This design comes from an exercise in tuning for small area on the open sky130 flow, not from production work. Only simulation tests tie the RTL to the original design; equivalence was not proved.

==> flow/design.v <==
`timescale 1ns/1ps
`default_nettype none
module power #(
    parameter DATA_WIDTH = 32
)(
    input  wire                     clk,
    input  wire                     reset_n,
    input  wire                     s_valid,
    input  wire  [DATA_WIDTH-1:0]   s_data,
    output wire                     s_ready,
    input wire                      m_ready, 
    output wire                     m_valid,
    output wire  [63:0]   m_data
);
    wire [63:0] power_of_2;
    wire        hs;
    reg [2:0] r_valid;
    reg [63:0] r_power_of_2;
    wire [63:0] power_of_4;
    reg [63:0] r_power_of_4;
    wire [63:0] power_of_8;
    reg [63:0] r_power_of_8;
    assign hs = m_valid & m_ready;
    assign power_of_2 = s_data * s_data;
    assign s_ready = !m_valid | m_ready;  
    assign power_of_4 = r_power_of_2 * r_power_of_2;
    assign power_of_8 = r_power_of_4 * r_power_of_4;
    always@(posedge clk or negedge reset_n)begin
        if(!reset_n)begin
            r_valid[0] <= 1'b0; 
        end 
        else if(s_ready)begin
            r_valid[0] <= s_valid;
        end
    end
    always@(posedge clk or negedge reset_n)begin
        if(!reset_n)begin
            r_power_of_2 <= 'b0;
        end
        else if(s_ready)begin
            r_power_of_2 <= power_of_2;
        end
    end
    always@(posedge clk or negedge reset_n)begin
        if(!reset_n)begin
            r_valid[1] <= 1'b0;
        end
        else if(s_ready)begin
            r_valid[1] <= r_valid[0];
        end
    end
    always@(posedge clk or negedge reset_n)begin
        if(!reset_n)begin
            r_power_of_4 <= 'b0;
        end
        else if(s_ready)begin
            r_power_of_4 <= power_of_4;
        end
    end
    always@(posedge clk or negedge reset_n)begin
        if(!reset_n)begin
            r_valid[2] <= 1'b0;
        end
        else if(s_ready)begin
            r_valid[2] <= r_valid[1];
        end
    end
    always@(posedge clk or negedge reset_n)begin
        if(!reset_n)begin
            r_power_of_8 <= 'b0;
        end
        else if(s_ready)begin
            r_power_of_8 <= power_of_8;
        end
    end
    assign m_valid = r_valid[2];
    assign m_data = r_power_of_8;
endmodule
`default_nettype wire
==> flow/run.sh <==
#!/bin/bash
# synth_recipe.tcl (not shown) runs the flow's synth.tcl, then flattens the netlist and writes it again
# the make line also repeats each setting of config.mk as NAME=value (left out here)
make -C /OpenROAD-flow-scripts/flow DESIGN_CONFIG=/design/flow/config.mk WORK_HOME=/design/flow/orfs CLKGATE_MAP_FILE= SYNTH_SCRIPT=/design/flow/synth_recipe.tcl finish
==> flow/config.mk <==
export PLATFORM = sky130hd
export DESIGN_NAME = power
export DESIGN_NICKNAME = power
export VERILOG_FILES = /design/flow/design.v
export SDC_FILE = /design/flow/constraint.sdc
export NUM_CORES = 4
export LEC_CHECK = 0
export CAP_MARGIN = 20
export CORE_MARGIN = 2
export CORE_UTILIZATION = 40
export SLEW_MARGIN = 20
==> flow/constraint.sdc <==
create_clock -name core_clock -period 11.0 [get_ports {clk}]
set_input_delay 2.2000 -clock core_clock [delete_from_list [all_inputs] [get_ports {clk}]]
set_output_delay 2.2000 -clock core_clock [all_outputs]
set_load 0.01 [all_outputs]
==> reports/metrics.csv <==
metric,value,unit
worst_r2r_startpoint,r_power_of_4[26],
ctsHoldBuffers,0,
hold_path_class,reg -> reg,
clk_latency,0.62,ns
cts.sinks,190,
async_flop_share,1.000,
slew_headroom,0.2730,
clockBufferDepth,3,
gr-total-overflow,0,
die_area,353600,sq um
min-delay-start,r_valid[0],
skew,0.03896,ns
crit_fanout,24,
ys_types,83,
yosysSeqAreaShare,0.03407,
postCtsSetupRepairBufs,0,
slowest_delay,0.94,ns
synthTopCellsByArea,"fa_1, inv_1, ha_1",
drt_wl_total,381300,microns
tightest_slew,1.090,ns
cts.clk_slew.worst_paths,0.10,ns
timing.reg2reg.setup_slack,0.78,ns
r2r_cells,34,
cts_tree,yes,
dp_slack,0.2496,ns
drive_gt1_frac,0.02986,
dieHeight,594.7,microns
grt_pass1_wl,611000,microns
initial_core_util,0.4025,
synthTopCellsByCount,"inv_1, fa_1, nand2_1",
crit_slowest_cell,dfrtp_1,
synth_warnings,1,
ctsRootBufferMaster,clkbuf_16,
register_area,4797,sq um
hpwl,330600,microns
cp_common_cell,fa_1,
maxSlewViolCount,0,
cts_inserted_buffers,25,
syn_inst,14590,
setup_viol,0,
rsz0062_at_grt,false,
yosysMostFrequentCell,inv_1,
synth_edf_count,0,
critPathArrivalTime,10.67,ns
cap_violations,0,
drc,0,
track_usage,0.2264,
htree_levels,4,
synth_top_flop_cell,dfrtp_1,
io_buffers,100,
grt_max_degree,173,
rows,216,
ys_seq_elements,190,
avgSynthCellArea,9.565,sq um
cp.depth,34,
fin_tns_setup,0,ns
period_minus_slack,10.22,ns
period_share,0.9289,
worst_ep_required_time,11.45,ns
grt_antenna_before_repair,14,
hold_viol,0,
grt_pass1_vias,103900,
setup_slack,0.7824,ns
final.fill_count,33980,
worstSetupEndpointType,flop,
multi_input_area,114300,sq um
synth_top_area_share,0.5778,
firstDrtPassIters,6,
cts-resized-gates,0,
syn_area,139600,sq um
status,finished clean,
drtIter0Drc,4838,
gp_congestion,0.9087,
ios,102,
detail-route-antenna-nets,0,
cp_num_buf_inv,10,
worstSetupPathType,reg -> reg,
hold_path_end,r_valid[0],
fmax,97.87,MHz
whs,0.4837,ns
dieWidth,594.7,microns
nNetsFinal,19680,
avgViaCountPerCell,4.730,
synth_top_area_cell,fa_1,
crit_family,adder cells,
whs_path_depth,2,
wire_per_inst,19.91,microns
vias,90580,
core_area,346700,sq um
r2r-end,r_power_of_8[63],
critPathLaunchType,flop,
area_growth,6.047,%
how the worst max path moves through the flow:
stage	slack, ns	end	from
after floorplan	1.29	r_power_of_2[62]	s_data[16]
after global placement	0.30	r_power_of_2[59]	s_data[8]
after detailed placement	0.25	r_power_of_2[62]	s_data[3]
after CTS	0.66	r_power_of_8[63]	r_power_of_4[5]
after global routing	0.33	r_power_of_8[63]	r_power_of_4[5]
final	0.78	r_power_of_8[63]	r_power_of_4[26]
final cells by class:
cell class                      instances  area share
Antenna cell                            5  0.00008454
Clock buffer                           26    0.004320
Clock inverter                          7    0.001133
Inverter                             4994      0.1267
Multi-Input combinational cell       8936      0.7721
Sequential cell                       190     0.03241
Tap cell                             4578     0.03870
Timing Repair Buffer                  414     0.02450
per-stage QoR:
stage / instance area, sq um / util / instances
3_3_place_gp: 147200 / 0.4245 / 19110
5_1_grt: 148000 / 0.4268 / 19150
4_1_cts: 148000 / 0.4268 / 19150
6_report: 148000 / 0.4268 / 19150
3_5_place_dp: 147200 / 0.4245 / 19110
2_1_floorplan: 139700 / - / 14630
state kept, by name, summed over array words and instances, names as in the netlist:
| signal | cells |
|---|---|
| r_power_of_2 | 62 |
| r_power_of_4 | 62 |
| r_power_of_8 | 63 |
| r_valid | 3 |
worst register-to-register path: cells and delay by family, from the launching register on:
kind	cells	cell delay, ns
AOI/OAI and AO/OA	9	1.92
xor gates and xnor gates	1	0.19
adders and majority gates	11	5.43
buffers and inverters	10	1.32
DFF	1	0.94
and+or+nand+nor	3	0.28
metal layers:
layer  part of all wire  wire length (microns)  up-vias  track usage
met5           0.000071                     27        -            0
met4              0.034                  13150        4      0.06240
met3              0.054                  20420      439      0.03030
met2               0.49                 187000     2235       0.3918
met1               0.42                 160600    47510       0.2973
li1                   -                      -    40390            -
cells by family after synthesis:
group           synth area share
buf+inv                   0.1482
fa+ha+maj                 0.6728
mux                    0.0003765
simple gates              0.1002
flops                    0.03407
compound gates           0.02838
other cells           0.00005381
xor+xnor                 0.01594
layout by cell type, fill, tap and decap left out, types with 26 or more instances in the layout:
| cell type | netlist | layout |
|---|---|---|
| conb_1 | 2 | 40 |
| xnor2_1 | 154 | 154 |
| o21ai_0 | 128 | 128 |
| dfrtp_2 | 0 | 34 |
| nor2b_1 | 35 | 34 |
| clkdlybuf4s50_1 | 0 | 99 |
| and2_1 | 1056 | 1056 |
| nand2_1 | 1350 | 1350 |
| nor2_1 | 315 | 315 |
| xor2_1 | 100 | 100 |
| ha_1 | 1059 | 1059 |
| buf_4 | 4 | 293 |
| nand3_1 | 30 | 30 |
| fa_1 | 4028 | 4028 |
| inv_1 | 4974 | 4974 |
| a21o_1 | 97 | 97 |
| a21oi_1 | 257 | 257 |
| nor3_1 | 26 | 26 |
| dfrtp_1 | 190 | 156 |

==> afterwards: timing with drivers on the ports <==
In the flow no input, the clock included, has a driving cell. The finished layout below was timed again as built, in two steps.
Step 1: set_driving_cell puts a clkbuf_16 on clk and a buf_2 on each other input, an assumption about the parent block.
Step 2 also shifts input and output timing later by t, the mid clock arrival at the registers, as if the neighbouring blocks saw the same clock.
Slacks: no drivers / after step 1 / after step 2; pairs: no drivers / after step 1.
t (ns): 0.670
setup WS [ns]: 0.782 / 0.782 / 0.254
clock arrival spread, ns: 0.041 / 0.041
After both steps this run still meets setup and hold. The setup slack of this run moves by 0.000 ns with the drivers and by -0.528 ns with both steps.
